Context: an optimization exercise on an open-source flow, tuned for small area. The choices shown serve that exercise and are no tape-out recipe. In this exercise RTL edits were held to simulation tests only and were not proved equivalent to the original. Power figures rest on the tool's default switching activity, not on a simulated workload.

==> flow/design.v <==
`timescale 1ns/1ps
module axi_stream_insert_header #(
parameter DATA_WD = 256,
parameter DATA_BYTE_WD = DATA_WD / 8,
parameter BYTE_CNT_WD = $clog2(DATA_BYTE_WD)
) (
input clk,
input rst_n,
input valid_in,
input [DATA_WD-1 : 0] data_in,
input [DATA_BYTE_WD-1 : 0] keep_in,
input last_in,
output ready_in,
output valid_out,
output [DATA_WD-1 : 0] data_out,
output [DATA_BYTE_WD-1 : 0] keep_out,
output last_out,
input ready_out,
input valid_insert,
input [DATA_WD-1 : 0] data_insert,
input [DATA_BYTE_WD-1 : 0] keep_insert,
input [BYTE_CNT_WD-1 : 0] byte_insert_cnt,
output ready_insert
);
localparam LW = 9;
localparam NB = DATA_BYTE_WD;
localparam W  = NB * LW;
assign ready_in = ready_out;
assign ready_insert = ready_out;
reg valid_s;        
reg mode_r;         
reg kflag;          
reg valid_out_r;
reg [BYTE_CNT_WD-1:0] cnt_r;    
reg [BYTE_CNT_WD-1:0] cnt_n;    
reg acc_r;          
reg rdy_r;          
reg last_out_r;
reg [W-1:0] m_n;    
reg [W-1:0] l_n;    
reg [W-1:0] out_r;
wire acc = valid_in & ready_out;
wire hdr = ~valid_s & valid_insert & acc;       
wire en  = acc & (valid_s | valid_insert);      
wire vs_next = (last_in & acc) ? 1'b0 : (valid_insert & acc) ? 1'b1 : valid_s;
wire [W-1:0] in_l, ins_l;
genvar g;
generate for (g = 0; g < NB; g = g + 1) begin : pk
    assign in_l[g*LW +: LW]  = {keep_in[g], data_in[g*8 +: 8]};
    assign ins_l[g*LW +: LW] = {keep_insert[g], data_insert[g*8 +: 8]};
end endgenerate
wire shift  = valid_s & acc;                    
wire hdr_mb = hdr & ~last_in;                   
wire hdr_1b = hdr & last_in;                    
wire ended  = ~valid_s & mode_r & ~hdr;         
wire m_ld   = shift | hdr | ended;
wire [BYTE_CNT_WD-1:0] cnt_ld = hdr ? byte_insert_cnt : cnt_r;
wire [NB-1:0] sel_l_n, sel_ins, sel_in;
generate for (g = 0; g < NB; g = g + 1) begin : ls
    wire low = (g <= cnt_ld);
    assign sel_l_n[g] = ~(low & (shift | ended));
    assign sel_ins[g] = low & hdr_mb;
    assign sel_in[g]  = low ? hdr_1b : (shift | hdr_mb);
end endgenerate
wire [W-1:0] m_d, l_d;
axi_stream_insert_header_load #(.NB(NB), .LW(LW)) u_load (
    .m_n(m_n), .l_n(l_n), .in_l(in_l), .ins_l(ins_l),
    .m_ld(m_ld), .l_ld(en), .l_hold_n(en),
    .sel_l_n(sel_l_n), .sel_ins(sel_ins), .sel_in(sel_in),
    .m_d(m_d), .l_d(l_d));
wire [BYTE_CNT_WD-1:0] ksel = valid_s ? cnt_r : byte_insert_cnt;
always @(posedge clk, negedge rst_n) begin
    if (!rst_n) begin
        valid_s <= 1'b0;
        mode_r <= 1'b0;
        kflag <= 1'b0;
        valid_out_r <= 1'b0;
    end else begin
        valid_s <= vs_next;
        mode_r <= vs_next | valid_s;
        if (en)
            kflag <= keep_in[ksel];
        valid_out_r <= rdy_r & (mode_r ? acc_r : kflag);
    end
end
always @(posedge clk) begin
    acc_r <= acc;
    rdy_r <= ready_out;
    if (hdr) begin
        cnt_r <= byte_insert_cnt;
        cnt_n <= ~byte_insert_cnt;
    end
    last_out_r <= (last_in & acc & ~kflag) | (~mode_r & kflag & rdy_r);
    m_n <= m_d;
    l_n <= l_d;
end
wire [W-1:0] st [0:BYTE_CNT_WD];
assign st[0] = {m_n[LW-1:0], m_n[W-1:LW]};
genvar k;
generate for (k = BYTE_CNT_WD-1; k >= 0; k = k - 1) begin : rot
    localparam I = BYTE_CNT_WD-1-k;
    localparam S = (1 << k) * LW;
    wire [W-1:0] r = {st[I][S-1:0], st[I][W-1:S]};
    assign st[I+1] = ~((r | {W{cnt_n[k]}}) & (st[I] | {W{cnt_r[k]}}));
end endgenerate
wire [W-1:0] win = (BYTE_CNT_WD % 2) ? st[BYTE_CNT_WD] : ~st[BYTE_CNT_WD];
always @(posedge clk)
    out_r <= win;
generate for (g = 0; g < NB; g = g + 1) begin : upk
    assign data_out[g*8 +: 8] = out_r[g*LW +: 8];
    assign keep_out[g] = out_r[g*LW + 8];
end endgenerate
assign valid_out = valid_out_r;
assign last_out = last_out_r;
endmodule
module axi_stream_insert_header_load #(
parameter NB = 32,
parameter LW = 9
) (
input [NB*LW-1:0] m_n,
input [NB*LW-1:0] l_n,
input [NB*LW-1:0] in_l,
input [NB*LW-1:0] ins_l,
input m_ld,
input l_ld,
input l_hold_n,
input [NB-1:0] sel_l_n,
input [NB-1:0] sel_ins,
input [NB-1:0] sel_in,
output [NB*LW-1:0] m_d,
output [NB*LW-1:0] l_d
);
localparam W = NB * LW;
wire [W-1:0] sel_l_n_w;
genvar g;
generate for (g = 0; g < NB; g = g + 1) begin : lx
    assign sel_l_n_w[g*LW +: LW] = {LW{sel_l_n[g]}};
end endgenerate
wire [W-1:0] keep_m = ~((m_n | {W{m_ld}}) & (l_n | sel_l_n_w));
axi_stream_insert_header_sel #(.NB(NB), .LW(LW)) u_sel (
    .a(in_l), .sa(sel_in), .b(ins_l), .sb(sel_ins), .c(keep_m), .y(m_d));
assign l_d = ~((~l_n & ~{W{l_hold_n}}) | (in_l & {W{l_ld}}));
endmodule
module axi_stream_insert_header_sel #(
parameter NB = 32,
parameter LW = 9
) (
input [NB*LW-1:0] a,
input [NB-1:0] sa,
input [NB*LW-1:0] b,
input [NB-1:0] sb,
input [NB*LW-1:0] c,
output [NB*LW-1:0] y
);
genvar g;
generate for (g = 0; g < NB; g = g + 1) begin : ln
    assign y[g*LW +: LW] = ~((a[g*LW +: LW] & {LW{sa[g]}}) | (b[g*LW +: LW] & {LW{sb[g]}}) | c[g*LW +: LW]);
end endgenerate
endmodule
==> flow/flow/run.sh <==
#!/bin/bash
# The standard layout (standard.sh), with two changes to how the layout
# is made: the port buffers use the smallest buffer cell, and clock tree
# synthesis adds no dummy loads, clusters up to 16 registers per leaf buffer
# and builds the tree from clkbuf_4/clkbuf_8.
set -euo pipefail
bash standard.sh \
  "BUFFER_PORTS_ARGS=-buffer_cell sky130_fd_sc_hd__buf_1" \
  "CTS_ARGS=-sink_clustering_enable -repair_clock_nets -dont_use_dummy_load -sink_clustering_size 16 -sink_clustering_max_diameter 100 -buf_list {sky130_fd_sc_hd__clkbuf_4 sky130_fd_sc_hd__clkbuf_8}" \
  finish > standard_flow.log 2>&1
==> flow/standard.sh <==
#!/bin/bash
# synth_recipe.tcl (not shown) runs the flow's synth.tcl, then flattens the netlist and writes it again
# the make line also repeats each setting of config.mk as NAME=value (left out here)
make -C /OpenROAD-flow-scripts/flow DESIGN_CONFIG=/design/flow/config.mk WORK_HOME=/design/flow/orfs CLKGATE_MAP_FILE= SYNTH_SCRIPT=/design/flow/synth_recipe.tcl "${@:-finish}"
==> flow/config.mk <==
export PLATFORM = sky130hd
export DESIGN_NAME = axi_stream_insert_header
export DESIGN_NICKNAME = axi_stream_insert_header
export VERILOG_FILES = /design/flow/design.v
export SDC_FILE = /design/flow/constraint.sdc
export NUM_CORES = 4
export LEC_CHECK = 0
export CAP_MARGIN = 35
export CORE_MARGIN = 2
export CORE_UTILIZATION = 45
export SLEW_MARGIN = 25
export SYNTH_HIERARCHICAL = 1
==> flow/constraint.sdc <==
create_clock -name core_clock -period 5.0 [get_ports {clk}]
set_input_delay 1.0000 -clock core_clock [delete_from_list [all_inputs] [get_ports {clk}]]
set_output_delay 1.0000 -clock core_clock [all_outputs]
set_load 0.01 [all_outputs]
==> key figures, run 1 <==
Placement
  • Post-detail-place hpwl: 175.5 mm
  • Dpl ws: 0.7417 ns
  • Gp weighted congestion: 1.149
  • Placed instance area: 41060 um2
  • Port Buffers: approximately 900

Synthesis
  • Post-synthesis cell type count: roughly 50
  • Area leader, netlist: dfxtp_1
  • Mapped cell area: 38080 um2
  • Syn Inst Count: approximately 4000
  • Syn nets: 4600
  • Post-synthesis sequential area ratio: 46.50%
  • Yosys Warn Count: 7
  • Synth top area cells: dfxtp_1 (46%), o22ai_1 (29%), a221oi_1 (6.6%), a2bb2oi_1 (6.6%), buf_6 (2.6%)
  • Synthesized flop and latch total: 881
  • Syn_area_per_cell: around 9.5 um2
  • Synth top area share: 45.84%

Setup path
  • Worst Path Arrival: about 4.2 ns
  • Worst-path maximum fanout: 86
  • Req. time, crit path: 5.53 ns
  • Crit end category: register
  • Critical path type: reg -> reg
  • Setup crit start kind: register

STA
  • Setup Viol. Count Final: 0
  • Final setup TNS: 0 ns
  • Hold violation total from the final report: 0
  • Worst-Margin Slew: 1.055 ns
  • Setup ws final: 1.332 ns
  • RSZ-0062 raised after global routing: no
  • WHS: 0.1283 ns
  • Tmin final: 3.668 ns
  • Achievable clock frequency: 0.2726 GHz
  • Slew headroom: between 20% and 30%
  • Crit share post-route: 73.37%
  • Clk_skew: about 0.10 ns
  • Max Slew Vio Count: 0

Drt
  • Drt via density: 7.447
  • DRT antenna net count: 0
  • First drt pass iteration count: 9
  • Total wire length after detailed routing: 217.4 mm
  • Routed WL per cell: around 38 um
  • Vias: 42286
  • Drc violations: 0
  • DR iter-0 viols: 7281

Die
  • DIE AREA: 86970 um2
  • Die height: roughly 290 um
  • Initial Util: 45.50%
  • Ports: 879
  • Chip width: 294.9 um
  • Core area: 83690 um2
  • Rows: 106

Finish
  • Fillers: 8075
  • Commonest cells after routing, fill and taps aside: o22ai_1 (1735), buf_1 (878), dfxtp_1 (867)
  • Commonest non-fill, non-tap cell in the layout: o22ai_1
  • Fin area: 42140 um2
  • Area Overhead vs Synth: 10.67%
  • Finished Core Util: 50.36%
  • Ratio of cells with drive above 1 in the final layout: 4.681%
  • Nets: 5118

Worst hold path
  • Hold Crit Class: in -> async

Clock tree
  • Worst-path clk slew: 0.11 ns
  • Max clock buf depth: 3
  • Clk root buf: clkbuf_8
  • Clock sinks: 881
  • CTS tree: yes
  • Hold Buf Count CTS: 0
  • Worst-Skew Late Latency: 0.76 ns
  • H-tree levels: 3
  • Post_cts resized: 0
  • Total CTS buffers: 66
  • Postcts setup bufs: 0

GRT
  • Aggregate global routing overflow: 0
  • Largest net degree at the start of global routing: roughly 270
  • Vias in the first global route: roughly 37000
  • All-Layer GR Usage: 47.21%
  • Initial antenna violation count: 29
  • First-pass GRT wire length: 287.7 mm

Power and ir drop
  • Power per cell area: 700.7 nW/um2
  • VDD IR max: 0.3367 mV
  • Pleak: around 14 nW

Job
  • Max-cap violations: 0

Run status
  • Run status: timing/DRC/antenna clean
-- registers in the layout, summed over array words and instances, names as in the netlist --
signal	count
mode_r	1
cnt_r	5
cnt_n	5
l_n	288
valid_s	1
out_r	288
rdy_r	1
valid_out_r	1
acc_r	1
last_out_r	1
m_n	288
kflag	1
-- worst max-delay path, stage by stage, from the launching register on --
cell      delay, ns
edfxtp_1       0.72
buf_12         0.37
o22ai_1        0.17
o22ai_1        0.71
o22ai_1        0.45
o22ai_1        0.71
o22ai_1        0.31
-- final timing paths --
check / from / cells past startpoint / slack (ns) / end
worst max-delay path: cnt_n[4] / 6 / 1.33 / out_r[162]
worst min-delay path: rst_n / 1 / 0.13 / kflag
worst max register to register: cnt_n[4] / 6 / 1.33 / out_r[162]
worst min register to register: rdy_r / 1 / 0.47 / valid_out_r
max in group asynchronous: rst_n / 1 / 4.64 / mode_r
min in group core_clock: data_insert[169] / 2 / 0.40 / m_n[190]
-- metrics by stage --
step	std cells	power, mW
global route	5670	29.95
CTS	5652	28.49
detailed placement	5586	25.14
global placement	5578	25.05
floorplan	4013	18.52
finish	5678	29.53
-- power by group --
part	internal (mW)	switching, mW
Clock	1.19	2.26
Sequential	9.53	2.48
Combinational	4.28	9.80
-- cells in the mapped netlist (all sizes together) --
cell type  count
nand4b         2
o21a           2
edfxtp         5
mux4           2
dfrtp          4
o31ai          4
nand4          1
a2bb2oi      288
a221oi       289
nor2b          6
nor4           2
nand2         50
dfxtp        872
a22oi          1
and2           4
or2            2
o211ai         3
nor3          10
a311oi         1
o221ai         1
nand3          9
nand2b         9
clkbuf       233
a31oi          3
o21ai         26
nor2          57
a32o           1
buf          305
o32ai          4
o32a           1
a21oi         30
a211oi         3
nand3b         1
inv           26
mux2i         21
o22ai       1735
-- layer usage --
| layer | part of all wire [%] | vias up | global-route usage [%] |
|---|---|---|---|
| met4 | 7.2 | 24 | 28.04 |
| met5 | 0.078 | - | 0 |
| met1 | 38 | 20296 | 60.23 |
| met2 | 42 | 3489 | 70.57 |
| li1 | - | 17799 | - |
| met3 | 13 | 678 | 13.85 |
-- cell type report --
cell class | count | area [um2] | share of cell area, %
Antenna cell | 15 | 37.54 | 0.08907
Inverter | 26 | 100.1 | 0.2375
Timing Repair Buffer | 988 | 4523 | 10.73
Clock buffer | 66 | 908.4 | 2.155
Sequential cell | 881 | 17730 | 42.06
Tap cell | 1134 | 1419 | 3.367
Multi-Input combinational cell | 2568 | 17430 | 41.36
-- cells by family after synthesis --
family          count (synthesis)  synth area share [%]
mux                            23                0.7885
buf+inv                       564                 7.826
flops                         881                 46.50
compound gates               2392                 43.02
simple gates                  153                 1.863
==> run 2: changes to the inputs <==
==> flow/flow/run.sh (replaced) <==
#!/bin/bash
# The standard layout (standard.sh), with two changes to how the layout
# is made: the port buffers use the smallest buffer cell, and clock tree
# synthesis adds no dummy loads, clusters up to 12 registers per leaf buffer
# and builds the tree from clkbuf_4/clkbuf_8.
set -euo pipefail
bash standard.sh \
  "BUFFER_PORTS_ARGS=-buffer_cell sky130_fd_sc_hd__buf_1" \
  "CTS_ARGS=-sink_clustering_enable -repair_clock_nets -dont_use_dummy_load -sink_clustering_size 12 -sink_clustering_max_diameter 80 -buf_list {sky130_fd_sc_hd__clkbuf_4 sky130_fd_sc_hd__clkbuf_8}" \
  finish > standard_flow.log 2>&1
--- a/flow/config.mk
+++ b/flow/config.mk
@@ -6,5 +6,5 @@
 export NUM_CORES = 4
 export LEC_CHECK = 0
-export CAP_MARGIN = 35
+export CAP_MARGIN = 30
 export CORE_MARGIN = 2
 export CORE_UTILIZATION = 45
==> run 2 against run 1 <==
Clock skew rose by 0.0042 ns. Clock power rose by 11%. Still clean on timing, DRC and antenna. Die area did not move. Via count barely moved. Design area rose by 0.31%. Critical path type unchanged. Sequential power barely moved. Global-route usage rose by 0.23 points. Combinational power barely moved. Non-clock buffer count fell by 11. Final cell count barely moved. Register-to-register slack got worse by 0.16 ns. Worst hold slack got worse by 0.058 ns.
==> key figures, run 2 <==
STA
  • Setup Viol. Count Final: 0
  • WHS: 0.07009 ns
  • Tmin final: 3.833 ns
  • RSZ-0062 raised after global routing: no
  • Achievable clock frequency: 0.2609 GHz
  • Crit share post-route: 76.67%
  • Final setup TNS: 0 ns
  • Worst-Margin Slew: 1.122 ns
  • Slew headroom: 25.20%
  • Clk_skew: around 0.11 ns
  • Hold violation total from the final report: 0
  • Max Slew Vio Count: 0
  • Setup ws final: 1.167 ns

Power and ir drop
  • Power per cell area: 707.4 nW/um2
  • VDD IR max: 0.3310 mV
  • Pleak: 14.15 nW
  • Power Total: approximately 30 mW

Synthesis
  • Synth top area cells: dfxtp_1 (46%), o22ai_1 (29%), a221oi_1 (6.6%), a2bb2oi_1 (6.6%), buf_6 (2.6%)
  • Post-synth ARST share: 0.4540%
  • Count leader, synth: o22ai_1
  • Yosys Warn Count: 7
  • Area leader, netlist: dfxtp_1
  • Mapped cell area: 38080 um2
  • Synthesized flop and latch total: 881
  • Syn nets: 4600
  • Number of synthesized flops with an enable pin: 5
  • Post-synthesis cell type count: 49
  • Syn_area_per_cell: 9.490 um2
  • Syn Inst Count: 4013
  • Post-synthesis sequential area ratio: 46.50%
  • Synth cell count leaders: o22ai_1 (1735), dfxtp_1 (872), a221oi_1 (289), a2bb2oi_1 (288), clkbuf_1 (233)
  • Primary FF master, synth: dfxtp_1
  • Synth top area share: 45.84%

Run status
  • Run status: timing/DRC/antenna clean

Worst hold path
  • Hold Crit Class: in -> async

Finish
  • Final std cells w/o fill: around 5700
  • Ratio of cells with drive above 1 in the final layout: 4.850%
  • Fillers: 8133
  • Commonest non-fill, non-tap cell in the layout: o22ai_1
  • Nets: approximately 5100
  • Finished Core Util: 50.51%
  • Commonest cells after routing, fill and taps aside: o22ai_1 (1735), buf_1 (878), dfxtp_1 (867)
  • Regs by FF count: l_n (288), m_n (288), out_r (288)
  • Fin area: 42270 um2
  • Area Overhead vs Synth: 11.01%

Placement
  • Placed instance area: 41020 um2
  • Port Buffers: 878
  • Dpl ws: 0.6930 ns
  • Post-detail-place hpwl: 175.4 mm
  • DP Cell Count: 5581
  • Gp weighted congestion: 1.149

Drt
  • Drc violations: 0
  • Total wire length after detailed routing: 217.9 mm
  • First drt pass iteration count: 6
  • DRT antenna net count: 0
  • Drt via density: 7.446
  • DR iter-0 viols: 7363
  • Routed WL per cell: around 38 um
  • Vias: about 42000

Clock tree
  • Clock sinks: 881
  • Worst-path clk slew: 0.09 ns
  • H-tree levels: 3
  • Post_cts resized: 0
  • Total CTS buffers: 84
  • Worst-Skew Late Latency: approximately 0.76 ns
  • Max clock buf depth: 3
  • CTS tree: yes
  • Hold Buf Count CTS: 0
  • Clk root buf: clkbuf_8
  • Postcts setup bufs: 0

Die
  • Initial Util: between 40% and 50%
  • Ports: 879
  • Core area: around 84000 um2
  • Rows: 106
  • Chip width: 294.9 um
  • DIE AREA: about 87000 um2
  • Die height: 294.9 um

Setup path
  • Worst-path maximum fanout: 78
  • Reg-to-reg critical path startpoint: cnt_r[4]
  • FF-to-FF path depth: 6
  • Crit path largest cell delay: about 0.94 ns
  • Crit end category: register
  • Worst Path Arrival: ~4.4 ns
  • Slowest-stage cell, CP: dfxtp_4
  • Setup crit start kind: register
  • Critical Path Most Common Cell: o22ai_1
  • R2r setup slk: 1.17 ns
  • Reg-to-reg critical path endpoint: out_r[266]
  • Req. time, crit path: 5.52 ns
  • Critical-path cell list: buf_4 -> o22ai_1 -> o22ai_1 -> o22ai_1 -> o22ai_1 -> o22ai_1
  • Critical path type: reg -> reg

GRT
  • Vias in the first global route: 37108
  • First-pass GRT wire length: 288.8 mm
  • Initial antenna violation count: 23
  • All-Layer GR Usage: 47.44%
  • Aggregate global routing overflow: 0
  • Largest net degree at the start of global routing: around 270

Job
  • Max-cap violations: 0
==> run 2: final cells by class <==
type / count / area [um2] / share of cell area [%]
inverters: 26 / 100.1 / 0.2368
diodes: 13 / 32.53 / 0.07696
clock buffers: 84 / 1156 / 2.735
well taps: 1134 / 1419 / 3.356
flip-flops and latches: 881 / 17730 / 41.93
multi-input cells: 2568 / 17430 / 41.24
repair buffers: 977 / 4405 / 10.42
==> run 2: logic make-up (layout without fill, tap and decap cells) <==
kind of cell,count (synthesis),count (layout),share of synthesized area (%)
other,0,13,0
AND/OR/NAND/NOR,153,153,1.863
AO/OA/AOI/OAI,2392,2392,43.02
buffers and inverters,564,1087,7.826
multiplexers,23,23,0.7885
flip-flops,881,881,46.50
==> run 2: layer usage <==
layer | GRT usage, % | routed length (um)
met2 | 70.86 | 92570
met4 | 28.35 | 15610
met3 | 13.76 | 27750
met5 | 0 | 142
met1 | 60.61 | 81870
==> run 2: where the power goes <==
group / leakage [nW] / switching [mW] / internal [mW] / total, mW
Combinational: 6.13 / 9.81 / 4.24 / 14.0
Sequential: 7.41 / 2.48 / 9.53 / 12.0
Clock: 0.604 / 2.35 / 1.50 / 3.84
==> run 2: worst max path at each step <==
stage	cells past startpoint	slack (ns)	to	startpoint
global placement	8	0.62	m_n[84]	valid_insert
finish	6	1.17	out_r[266]	cnt_r[4]
floorplan	10	2.23	m_n[89]	ready_out
detailed placement	8	0.69	m_n[286]	valid_insert
global route	8	1.23	m_n[155]	valid_insert
CTS	8	1.44	m_n[72]	valid_insert
==> run 2: critical path: cells and delay by family, from the launching register on <==
family / cells / cell delay [ns]
AO/OA/AOI/OAI: 5 / 2.15
buffers and inverters: 1 / 0.47
flip-flops: 1 / 0.94
==> run 3: changes to the inputs <==
==> flow/run.sh (new file) <==
#!/bin/bash
# synth_recipe.tcl (not shown) runs the flow's synth.tcl, then flattens the netlist and writes it again
# the make line also repeats each setting of config.mk as NAME=value (left out here)
make -C /OpenROAD-flow-scripts/flow DESIGN_CONFIG=/design/flow/config.mk WORK_HOME=/design/flow/orfs CLKGATE_MAP_FILE= SYNTH_SCRIPT=/design/flow/synth_recipe.tcl finish
--- a/flow/config.mk
+++ b/flow/config.mk
@@ -9,4 +9,7 @@
 export CORE_MARGIN = 2
 export CORE_UTILIZATION = 45
+export CTS_BUF_LIST = sky130_fd_sc_hd__clkbuf_4 sky130_fd_sc_hd__clkbuf_8
+export CTS_CLUSTER_DIAMETER = 80
+export CTS_CLUSTER_SIZE = 12
 export SLEW_MARGIN = 25
 export SYNTH_HIERARCHICAL = 1
removed: flow/flow/run.sh
removed: flow/standard.sh
==> run 3 against run 2 <==
First-iteration DRC count increased by 4.8%. Non-clock buffer count increased by 5. Count of clock-buffer cells in the layout increased by 4.
==> key figures, run 3 <==
Run status
  • Run status: timing/DRC/antenna clean

Synthesis
  • Primary FF master, synth: dfxtp_1
  • Synth top area cells: dfxtp_1 (46%), o22ai_1 (29%), a221oi_1 (6.6%), a2bb2oi_1 (6.6%), buf_6 (2.6%)
  • Simple-gate portion of the synthesized area: 1.863%
  • Post-synth ARST share: 0.4540%
  • Largest family of logic cells by synthesized area: compound AO/OA/AOI/OAI gates
  • Post-synthesis cell type count: 49
  • Post-synthesis sequential area ratio: 46.50%
  • Synth Area in Adders: 0%
  • Synth Area in Compound Gates: 43.02%
  • Post-synthesis xor/xnor area fraction: 0%
  • Count leader, synth: o22ai_1
  • Number of synthesized flops with an enable pin: 5
  • Synthesized flop and latch total: 881
  • Syn Inst Count: 4013
  • Synth cell count leaders: o22ai_1 (1735), dfxtp_1 (872), a221oi_1 (289), a2bb2oi_1 (288), clkbuf_1 (233)
  • Yosys Warn Count: 7
  • Syn nets: 4600
  • Syn_area_per_cell: 9.490 um2
  • Synth top area share: 45.84%
  • Mux cell area share after synthesis: 0.7885%
  • Area leader, netlist: dfxtp_1
  • Mapped cell area: ~38000 um2

GRT
  • Vias in the first global route: 38482
  • Largest net degree at the start of global routing: 259
  • Aggregate global routing overflow: 0
  • Initial antenna violation count: 20
  • All-Layer GR Usage: 48.16%
  • First-pass GRT wire length: 295.3 mm

Power and ir drop
  • VDD IR max: 0.2999 mV
  • Pleak: around 17 nW
  • Clock share of power: 12.9%
  • Power per cell area: 667.7 nW/um2
  • Internal cell power: between 15 and 20 mW
  • Switch share: 46.40%
  • Flop pwr share: about 38%
  • Logic gate share of total power: 49.6%
  • Switching pwr: 14.84 mW

Die
  • DIE AREA: 86970 um2
  • Initial Util: a little under half
  • Ports: 879
  • Chip width: ~300 um
  • Core area: 83690 um2
  • Rows: 106
  • Die height: 294.9 um

Job
  • Max-cap violations: 0

Clock tree
  • Total CTS buffers: 85
  • Hold Buf Count CTS: 0
  • Postcts setup bufs: 0
  • Clock sinks: 881
  • Worst-Skew Late Latency: between 0.7 and 0.8 ns
  • Worst-path clk slew: around 0.08 ns
  • Max clock buf depth: 3
  • Post_cts resized: 0
  • H-tree levels: 3
  • Clk root buf: clkbuf_8
  • CTS tree: yes

Setup path
  • Slowest-stage cell, CP: nor2_1
  • Worst-path maximum fanout: 10
  • WP buf/inv: 3
  • Setup crit start kind: input pin
  • Reg-to-reg critical path startpoint: cnt_r[4]
  • Worst Path Arrival: 4.85 ns
  • Req. time, crit path: 5.62 ns
  • Critical path type: in -> reg
  • CP startpoint: ready_out
  • Delay-heaviest family, CP: simple AND/OR/NAND/NOR gates
  • Critical-path cell list: clkdlybuf4s50_1 -> and2_1 -> nand2_1 -> o21ai_2 -> inv_1 -> nor2_1 -> inv_1 -> nor2_1 -> nand2_1 -> o22ai_1 -> a221oi_1
  • Crit end category: register
  • Crit path largest cell delay: 0.73 ns

Placement
  • Gp weighted congestion: 1.099
  • Port Buffers: around 880
  • Post-detail-place hpwl: 177.1 mm

Finish
  • Area Overhead vs Synth: 25.79%
  • Finished Core Util: 57.24%
  • Commonest non-fill, non-tap cell in the layout: o22ai_1
  • Regs by FF count: l_n (288), m_n (288), out_r (288)
  • Ratio of cells with drive above 1 in the final layout: about 5.2%
  • Nets: 5131
  • Commonest cells after routing, fill and taps aside: o22ai_1 (1735), clkdlybuf4s50_1 (878), dfxtp_1 (867)

STA
  • Worst-Margin Slew: 1.129 ns
  • Tmin final: 4.232 ns
  • Max Slew Vio Count: 0
  • Clk_skew: 0.03853 ns
  • Crit share post-route: 84.64%
  • Final setup TNS: 0 ns
  • Setup Viol. Count Final: 0
  • Achievable clock frequency: 0.2363 GHz
  • Slew headroom: 24.73%
  • Hold violation total from the final report: 0
  • RSZ-0062 raised after global routing: no

Drt
  • Routed WL per cell: slightly below 40 um
  • Vias: 42733
  • First drt pass iteration count: 9
  • Drc violations: 0
  • DRT antenna net count: 0
  • Total wire length after detailed routing: 219.9 mm
  • DR iter-0 viols: 7716
  • Drt via density: approximately 7.5

Worst hold path
  • Hold Crit Class: reg -> reg
  • Hold Path Origin: l_n[80]
-- run 3: cell counts after synthesis --
No cell type changed its count.
-- run 3: worst paths after layout --
path / end / slack, ns / cells past startpoint
min in group asynchronous: valid_out_r / 0.51 / 1
setup reg to reg: m_n[272] / 0.96 / 8
setup / recovery: m_n[272] / 0.77 / 11
hold / removal: l_n[80] / 0.48 / 1
max in group asynchronous: mode_r / 4.24 / 1
hold reg to reg: l_n[80] / 0.48 / 1
-- run 3: routing by layer --
| layer | vias up | share of wire (%) | track usage, % |
|---|---|---|---|
| met3 | 812 | 14 | 17.04 |
| met2 | 3581 | 42 | 72.11 |
| met5 | - | 0.084 | 0 |
| li1 | 17836 | - | - |
| met4 | 28 | 8.0 | 30.20 |
| met1 | 20476 | 36 | 58.91 |
-- run 3: final cells by class --
| type | instances | area [um2] |
|---|---|---|
| Tap cell | 1134 | 1419 |
| Sequential cell | 881 | 17730 |
| Fill cell | 7411 | 35790 |
| Multi-Input combinational cell | 2568 | 17420 |
| Clock inverter | 12 | 152.6 |
| Clock buffer | 88 | 1192 |
| Inverter | 26 | 100.1 |
| Antenna cell | 12 | 30.03 |
| Timing Repair Buffer | 982 | 9861 |
-- run 3: worst register-to-register path, cell delays in order (launching register included) --
cell and delay (ns):
dfxtp_4 0.79, buf_4 0.33, mux2i_2 0.16, nor2_1 0.53
inv_1 0.36, nor2_1 0.74, nand2_1 0.57, o22ai_1 0.36
a221oi_1 0.08
-- run 3: cell families (layout without fill, tap and decap cells) --
group / after synthesis / count (layout)
AO/OA/AOI/OAI: 2392 / 2392
multiplexers: 23 / 23
buffers and inverters: 564 / 1108
AND/OR/NAND/NOR: 153 / 153
flip-flops: 881 / 881
other: 0 / 12
-- run 3: through the flow --
| step | instances | hold WS, ns | setup WS [ns] | instance area, um2 | total power [mW] |
|---|---|---|---|---|---|
| after detailed placement | 5589 | 0.4663 | 0.2041 | 46510 | 26.89 |
| after global routing | 5695 | 0.4864 | 0.7089 | 47880 | 32.39 |
| final | 5703 | 0.4762 | 0.7679 | 47900 | 31.98 |
| after CTS | 5689 | 0.4770 | 0.9710 | 47850 | 30.92 |
| after floorplan | 4013 | 0.4427 | 2.226 | 38080 | 18.52 |
| after global placement | 5589 | 0.4627 | 0.3705 | 46500 | 26.73 |
-- run 3: power by group through the flow --
| stage | clock network, mW | registers, mW | logic, mW |
|---|---|---|---|
| 3_3_place_gp | 0 | 11.9 | 14.8 |
| 4_1_cts | 4.13 | 11.8 | 15.0 |
| 3_5_place_dp | 0 | 11.9 | 14.9 |
| 5_1_grt | 4.38 | 12.1 | 15.9 |
| 2_1_floorplan | 0 | 11.2 | 7.30 |
| 6_report | 4.13 | 12.0 | 15.9 |
==> run 4: changes to the inputs <==
--- a/flow/design.v
+++ b/flow/design.v
@@ -53,11 +53,9 @@
 wire hdr_mb = hdr & ~last_in;                   
 wire hdr_1b = hdr & last_in;                    
-wire ended  = ~valid_s & mode_r & ~hdr;         
-wire m_ld   = shift | hdr | ended;
 wire [BYTE_CNT_WD-1:0] cnt_ld = hdr ? byte_insert_cnt : cnt_r;
 wire [NB-1:0] sel_l_n, sel_ins, sel_in;
 generate for (g = 0; g < NB; g = g + 1) begin : ls
     wire low = (g <= cnt_ld);
-    assign sel_l_n[g] = ~(low & (shift | ended));
+    assign sel_l_n[g] = ~(low & ~hdr);
     assign sel_ins[g] = low & hdr_mb;
     assign sel_in[g]  = low ? hdr_1b : (shift | hdr_mb);
@@ -65,6 +63,6 @@
 wire [W-1:0] m_d, l_d;
 axi_stream_insert_header_load #(.NB(NB), .LW(LW)) u_load (
-    .m_n(m_n), .l_n(l_n), .in_l(in_l), .ins_l(ins_l),
-    .m_ld(m_ld), .l_ld(en), .l_hold_n(en),
+    .l_n(l_n), .in_l(in_l), .ins_l(ins_l),
+    .l_ld(en), .l_hold_n(en),
     .sel_l_n(sel_l_n), .sel_ins(sel_ins), .sel_in(sel_in),
     .m_d(m_d), .l_d(l_d));
@@ -118,9 +116,7 @@
 parameter LW = 9
 ) (
-input [NB*LW-1:0] m_n,
 input [NB*LW-1:0] l_n,
 input [NB*LW-1:0] in_l,
 input [NB*LW-1:0] ins_l,
-input m_ld,
 input l_ld,
 input l_hold_n,
@@ -137,7 +133,7 @@
     assign sel_l_n_w[g*LW +: LW] = {LW{sel_l_n[g]}};
 end endgenerate
-wire [W-1:0] keep_m = ~((m_n | {W{m_ld}}) & (l_n | sel_l_n_w));
+wire [W-1:0] from_l = ~(l_n | sel_l_n_w);
 axi_stream_insert_header_sel #(.NB(NB), .LW(LW)) u_sel (
-    .a(in_l), .sa(sel_in), .b(ins_l), .sb(sel_ins), .c(keep_m), .y(m_d));
+    .a(in_l), .sa(sel_in), .b(ins_l), .sb(sel_ins), .c(from_l), .y(m_d));
 assign l_d = ~((~l_n & ~{W{l_hold_n}}) | (in_l & {W{l_ld}}));
 endmodule
==> flow/flow/run.sh (new file) <==
#!/bin/bash
# The standard layout (standard.sh), with two changes to how the layout
# is made: the port buffers use the smallest buffer cell, and clock tree
# synthesis adds no dummy loads, clusters up to 12 registers per leaf buffer
# and builds the tree from clkbuf_4/clkbuf_8.
set -euo pipefail
bash standard.sh \
  "BUFFER_PORTS_ARGS=-buffer_cell sky130_fd_sc_hd__buf_1" \
  "CTS_ARGS=-sink_clustering_enable -repair_clock_nets -dont_use_dummy_load -sink_clustering_size 12 -sink_clustering_max_diameter 80 -buf_list {sky130_fd_sc_hd__clkbuf_4 sky130_fd_sc_hd__clkbuf_8}" \
  finish > standard_flow.log 2>&1
==> flow/standard.sh (new file) <==
#!/bin/bash
# synth_recipe.tcl (not shown) runs the flow's synth.tcl, then flattens the netlist and writes it again
# the make line also repeats each setting of config.mk as NAME=value (left out here)
make -C /OpenROAD-flow-scripts/flow DESIGN_CONFIG=/design/flow/config.mk WORK_HOME=/design/flow/orfs CLKGATE_MAP_FILE= SYNTH_SCRIPT=/design/flow/synth_recipe.tcl "${@:-finish}"
--- a/flow/config.mk
+++ b/flow/config.mk
@@ -9,7 +9,4 @@
 export CORE_MARGIN = 2
 export CORE_UTILIZATION = 45
-export CTS_BUF_LIST = sky130_fd_sc_hd__clkbuf_4 sky130_fd_sc_hd__clkbuf_8
-export CTS_CLUSTER_DIAMETER = 80
-export CTS_CLUSTER_SIZE = 12
 export SLEW_MARGIN = 25
 export SYNTH_HIERARCHICAL = 1
removed: flow/run.sh
==> run 4 against run 3 <==
Still clean on timing, DRC and antenna. Sequential cell count unchanged. Synthesized cell count down 0.30%. Area after synthesis down 2.1%. Sequential power down 15%. Worst setup slack better by 0.51 ns. Worst hold slack worse by 0.35 ns. Critical endpoint is now out_r[200]. Highest routed layer unchanged.
==> key figures, run 4 <==
Drt
  • Routed WL per cell: about 37 um
  • First drt pass iteration count: 7
  • DR iter-0 viols: between 7000 and 8000
  • Vias: 40562
  • Drc violations: 0
  • Drt via density: between 7 and 8
  • Total wire length after detailed routing: 211.2 mm
  • DRT antenna net count: 0

STA
  • Tmin final: 3.725 ns
  • Setup Viol. Count Final: 0
  • Final setup TNS: 0 ns
  • Worst-Margin Slew: around 1.2 ns
  • RSZ-0062 raised after global routing: no
  • Achievable clock frequency: 0.2684 GHz
  • Crit share post-route: 74.50%
  • WHS: 0.1231 ns
  • Clk_skew: 0.08622 ns
  • Max Slew Vio Count: 0
  • Slew headroom: around a fifth
  • Hold violation total from the final report: 0

Die
  • DIE AREA: 85140 um2
  • Die height: 291.8 um
  • Core area: 81980 um2
  • Ports: about 880
  • Rows: 105
  • Initial Util: 45.46%
  • Chip width: 291.8 um

Synthesis
  • Post-synthesis cell type count: 49
  • Syn nets: about 4600
  • Synth Area in Adders: 0%
  • Mapped cell area: between 30000 and 40000 um2
  • Synth Area in Compound Gates: roughly two fifths
  • Largest family of logic cells by synthesized area: compound AO/OA/AOI/OAI gates
  • Count leader, synth: o22ai_1
  • Post-synthesis sequential area ratio: 47.51%
  • Synth cell count leaders: o22ai_1 (1445), dfxtp_1 (872), nor2_1 (340), a221oi_1 (288), a2bb2oi_1 (288)
  • Mux cell area share after synthesis: 0.7386%
  • Primary FF master, synth: dfxtp_1
  • Synth top area cells: dfxtp_1 (47%), o22ai_1 (24%), a221oi_1 (6.8%), a2bb2oi_1 (6.8%), nor2_1 (3.4%)
  • Post-synthesis xor/xnor area fraction: 0%
  • Syn_area_per_cell: 9.315 um2
  • Yosys Warn Count: 7
  • Synth top area share: 46.84%
  • Syn Inst Count: 4001
  • Synthesized flop and latch total: 881
  • Number of synthesized flops with an enable pin: 5
  • Area leader, netlist: dfxtp_1
  • Simple-gate portion of the synthesized area: 4.965%
  • Post-synth ARST share: less than 1%

Finish
  • Reg area: 17730 um2
  • Fin area: 41630 um2
  • Commonest cells after routing, fill and taps aside: o22ai_1 (1441), buf_1 (878), dfxtp_1 (867)
  • Commonest non-fill, non-tap cell in the layout: o22ai_1
  • Regs by FF count: l_n (288), m_n (288), out_r (288)
  • Ratio of cells with drive above 1 in the final layout: under 10%
  • Fillers: approximately 8000
  • Multi-input combinational cell area: 16820 um2
  • Nets: a little over 5000
  • Final std cells w/o fill: 5642
  • Area Overhead vs Synth: 11.69%

Setup path
  • FF-to-FF path depth: 6
  • R2r setup slk: 1.27 ns
  • Reg-to-reg critical path endpoint: out_r[200]
  • Setup crit start kind: register
  • Reg-to-reg critical path startpoint: cnt_r[4]
  • CP startpoint: cnt_r[4]
  • Worst-path maximum fanout: between 80 and 90
  • Worst Path Arrival: 4.24 ns
  • Crit end category: register
  • Critical path type: reg -> reg
  • Req. time, crit path: 5.51 ns

GRT
  • Vias in the first global route: between 30000 and 40000
  • First-pass GRT wire length: around 280 mm
  • All-Layer GR Usage: 46.88%
  • Initial antenna violation count: 12
  • Aggregate global routing overflow: 0
  • Largest net degree at the start of global routing: 287

Job
  • Max-cap violations: 0

Power and ir drop
  • Power per cell area: 567.1 nW/um2
  • VDD IR max: 0.2457 mV
  • Pleak: 14.44 nW

Clock tree
  • Clk root buf: clkbuf_8
  • Hold Buf Count CTS: 0
  • H-tree levels: 3
  • Total CTS buffers: 83
  • Clock sinks: 881
  • Max clock buf depth: 3
  • CTS tree: yes
  • Postcts setup bufs: 0
  • Worst-Skew Late Latency: approximately 0.74 ns
  • Worst-path clk slew: 0.09 ns
  • Post_cts resized: 0

Placement
  • Placed instance area: 40290 um2
  • DP Cell Count: ~5500
  • Port Buffers: around 900
  • Post-detail-place hpwl: 172.4 mm
  • Gp weighted congestion: 1.193

Run status
  • Run status: timing/DRC/antenna clean

Worst hold path
  • Hold Crit Class: in -> async
## run 4: final cells by class
class | instances | area share, %
Tap cell | 1070 | 3.216
Multi-Input combinational cell | 2586 | 40.41
Timing Repair Buffer | 988 | 10.77
Inverter | 25 | 0.2254
Clock buffer | 83 | 2.744
Antenna cell | 9 | 0.05410
Sequential cell | 881 | 42.58
## run 4: layer usage
| metal | GRT usage, % | up-vias | part of all wire [%] | routed length, um |
|---|---|---|---|---|
| met4 | 27.99 | 10 | 7.2 | 15300 |
| met5 | 0 | - | 0.032 | 67 |
| met1 | 59.92 | 19422 | 38 | 80080 |
| met3 | 12.70 | 654 | 12 | 25440 |
| li1 | - | 17234 | - | - |
| met2 | 70.74 | 3242 | 43 | 90330 |
## run 4: kinds of logic after synthesis
family                 after synthesis
flip-flops                         881
multiplexers                        25
AND/OR/NAND/NOR                    449
buffers and inverters              534
AO/OA/AOI/OAI                     2112
## run 4: metrics by stage
step / utilization, % / total power [mW] / worst slack, ns
2_1_floorplan: - / 14.79 / 2.341
3_3_place_gp: 49.09 / 19.18 / 0.5718
3_5_place_dp: 49.15 / 19.25 / 0.7760
4_1_cts: 50.54 / 22.92 / 1.505
5_1_grt: 50.76 / 23.98 / 1.267
6_report: 50.78 / 23.61 / 1.275
## run 4: worst max path at each step
| stage | endpoint | slack [ns] | depth (start not counted) |
|---|---|---|---|
| detailed placement | m_n[58] | 0.78 | 9 |
| global route | m_n[51] | 1.27 | 10 |
| floorplan | m_n[81] | 2.34 | 9 |
| finish | out_r[200] | 1.27 | 6 |
| CTS | m_n[51] | 1.51 | 10 |
| global placement | m_n[19] | 0.57 | 9 |
## run 4: power by group
part	switching, mW	leakage, nW	internal (mW)
logic	6.67	6.44	2.88
registers	1.42	7.41	8.82
clock network	2.33	0.597	1.48
total	10.4	14.4	13.2
## run 4: worst max-delay path: stages (launching register included)
cell     delay (ns)
dfxtp_4        0.95
buf_4          0.38
o22ai_1        0.17
o22ai_1        0.76
o22ai_1        0.27
o22ai_1        0.73
o22ai_1        0.24

==> afterwards: timing with drivers on the ports <==
Ports are ideal in the flow. The routed layouts listed here were re-timed in OpenROAD. Step 1 assumes that a clkbuf_16 drives the clock port and a buf_2 every other input. Step 2 times the ports against the registers' clock, not the clock port: input delays grow and output delays shrink by t, the midpoint of the rising clock arrivals with the driver on. Three values: ideal ports, drivers, drivers and shift; two values: the first two.
run	shift t [ns]	setup slack, ns	clock arrival spread, ns	worst slew at a driven data input, ns	pins driven straight from the clock port
run 1	0.790	1.332 / 1.332 / 0.619	0.115 / 0.115	0.14	1
run 2	0.783	1.167 / 1.167 / 0.531	0.107 / 0.107	0.12	1
run 3	0.820	0.768 / 0.779 / -0.041	0.038 / 0.038	0.10	1
run 4	0.775	1.275 / 1.275 / 0.632	0.087 / 0.086	0.14	1
Met with ideal ports but missed after step 2: setup timing in run 3. For run 3, which loses most, drivers alone change the setup slack by +0.011 ns; drivers and shift together by -0.809 ns.
